This is an optimization exercise on Yosys and OpenROAD, whose aim is small area and a short achievable clock period, not a production implementation. Only simulation tests tie the RTL to the original design; equivalence was not proved. Power is estimated from default activity; no workload was simulated.

rev 12:
## add_jump_cpu
module add_jump_cpu (
    input               clk,
    input               rst,
    input        [15:0] value,
    input        [1:0]  dest,
    input        [1:0]  src,
    input               add,
    input               jump,
    input               prog,
    input               advance,
    output   [3:0]  pc,
    output   [15:0] o_b,
    output   [15:0] o_r0,
    output   [15:0] o_r1,
    output   [15:0] o_r2,
    output   [15:0] o_r3,
    output   [31:0] w2_dbg,
    output          asm_store_clk_dbg
);
Size in the first run: about 1200 cells after synthesis, ~140 I/O pins, ~18000 um^2 of cells after synthesis.
export LEC_CHECK = 0
export CAP_MARGIN = 20
export CORE_MARGIN = 2
export CORE_UTILIZATION = 60
export SETUP_SLACK_MARGIN = 2.3
export SLEW_MARGIN = 20
export SYNTH_HIERARCHICAL = 1
create_clock -name core_clock -period 5.5 [get_ports {clk}]
standard.sh (not shown) runs the stock make flow with config.mk's settings and CLKGATE_MAP_FILE= SYNTH_SCRIPT=/design/flow/synth_recipe.tcl, a recipe that flattens the netlist after the stock synthesis.
==> flow/flow/run.sh <==
#!/bin/bash
# Standard ORFS layout with three changes: ports are buffered with a plain
# buf_2 instead of the delay cell buffer_ports picks; adders are left as plain
# gates for ABC (no half/full adder cell extraction), so ABC can build a fast
# carry tree; and the clock tree uses clkbuf_8 leaves over larger clusters,
# without dummy loads.
set -euo pipefail
bash standard.sh finish \
    "BUFFER_PORTS_ARGS=-buffer_cell sky130_fd_sc_hd__buf_2" \
    ADDER_MAP_FILE= MATCH_CELL_FOOTPRINT=0 \
    "CTS_ARGS=-sink_clustering_enable -repair_clock_nets -dont_use_dummy_load -buf_list sky130_fd_sc_hd__clkbuf_8 -sink_clustering_size 16 -sink_clustering_max_diameter 60" \
    > standard_flow.log 2>&1
diff inputs: rev 12 => rev 13
--- a/flow/flow/run.sh
+++ b/flow/flow/run.sh
@@ -3 +3 @@
-# buf_2 instead of the delay cell buffer_ports picks; adders are left as plain
+# buf_1 instead of the delay cell buffer_ports picks; adders are left as plain
@@ -9,2 +9,2 @@
-    "BUFFER_PORTS_ARGS=-buffer_cell sky130_fd_sc_hd__buf_2" \
-    ADDER_MAP_FILE= MATCH_CELL_FOOTPRINT=0 \
+    "BUFFER_PORTS_ARGS=-buffer_cell sky130_fd_sc_hd__buf_1" \
+    ADDER_MAP_FILE= \
Notes after the runs:
Going from rev 12 to rev 13, core area barely changed, share of total power in combinational logic climbed 1.4 points, power climbed about 1.6%, via count climbed 305. Rev 13 ends up with higher final worst hold slack than rev 12 does. The final period demand of the worst path reported for rev 13 is greater than that of rev 12 by 0.17 ns. Rev 13 reports a lower worst-path maximum fanout than rev 12 does. Taking rev 12 as the reference point, the final routed wirelength across all metal layers of rev 13 rises by about 5%. [compare] base=rev 12 new=rev 13: fmax dropped 4.9%; overall track demand over capacity in global routing now sits higher. Launch point of the worst path = prog: rev 12; launch point of the worst path = src[0]: rev 13.

---

Setup of oak:
add_jump_cpu again, from the RTL that the note above started with.
clock: 5.5 ns
lec_check: 0
cap_margin: 20
core_margin: 2
core_utilization: 60
setup_slack_margin: 2.0
slew_margin: 20
synth_hierarchical: 1
==> flow/flow/run.sh <==
#!/bin/bash
# Standard ORFS layout with three changes: ports are buffered with a plain
# buf_2 instead of the delay cell buffer_ports picks; adders are left as plain
# gates for ABC (no half/full adder cell extraction), so ABC can build a fast
# carry tree; and the clock tree uses clkbuf_8 leaves over larger clusters,
# without dummy loads.
set -euo pipefail
bash standard.sh finish \
    "BUFFER_PORTS_ARGS=-buffer_cell sky130_fd_sc_hd__buf_2" \
    ADDER_MAP_FILE= \
    "CTS_ARGS=-sink_clustering_enable -repair_clock_nets -dont_use_dummy_load -buf_list sky130_fd_sc_hd__clkbuf_8 -sink_clustering_size 16 -sink_clustering_max_diameter 60" \
    > standard_flow.log 2>&1
Here is what was changed in the inputs of pine compared with oak.
Settings: SETUP_SLACK_MARGIN: 2.0 -> 2.3.
==> comparison <==
Reported for pine and oak, floorplan die height turned out identical to the last digit. In the final reports, the cell area of pine is larger than that of oak. Between oak and pine, the number of standard-cell rows in the floorplan does not differ in any meaningful way. Delta(relative area change from synthesis to final layout, pine - oak) > 0. Per the comparison of pine with oak, count of nets left with antenna violations after detail routing ~0 delta; worst clock skew has increased; cell count went up; overall die area closely matched the old numbers; total power per unit cell area decreased by about 1.5% relative to the old numbers. | number of buffers other than clock buffers in the final layout | pine vs oak | 25 higher |.

## separate check: timing with driven ports
Ports are ideal in the flow. The routed layouts listed here were re-timed in OpenROAD. Step 1: set_driving_cell puts a clkbuf_16 on clk and a buf_2 on each other input, an assumption about the parent block. Step 2 moves the port delays by t, midway between the first and last clock arrival at a register: inputs arrive t later, outputs are due t later. That takes back most of the time a late clock gives input paths. a / b / c = ideal ports / drivers / drivers and shift; a / b = the first two.
| run | t, ns | slack for setup (ns) | hold slack, ns |
|---|---|---|---|
| rev 12 | 0.590 | 2.225 / 2.099 / 1.698 | 0.528 / 0.528 / 0.528 |
| rev 13 | 0.573 | 2.057 / 1.989 / 1.640 | 0.547 / 0.547 / 0.547 |
| oak | 0.585 | 2.077 / 2.013 / 1.480 | 0.523 / 0.523 / 0.523 |
| pine | 0.593 | 2.257 / 2.140 / 1.663 | 0.537 / 0.537 / 0.537 |
After both steps setup and hold are still met in every run listed. For oak, which loses most, drivers alone change the setup slack by -0.064 ns; drivers and shift together by -0.597 ns.
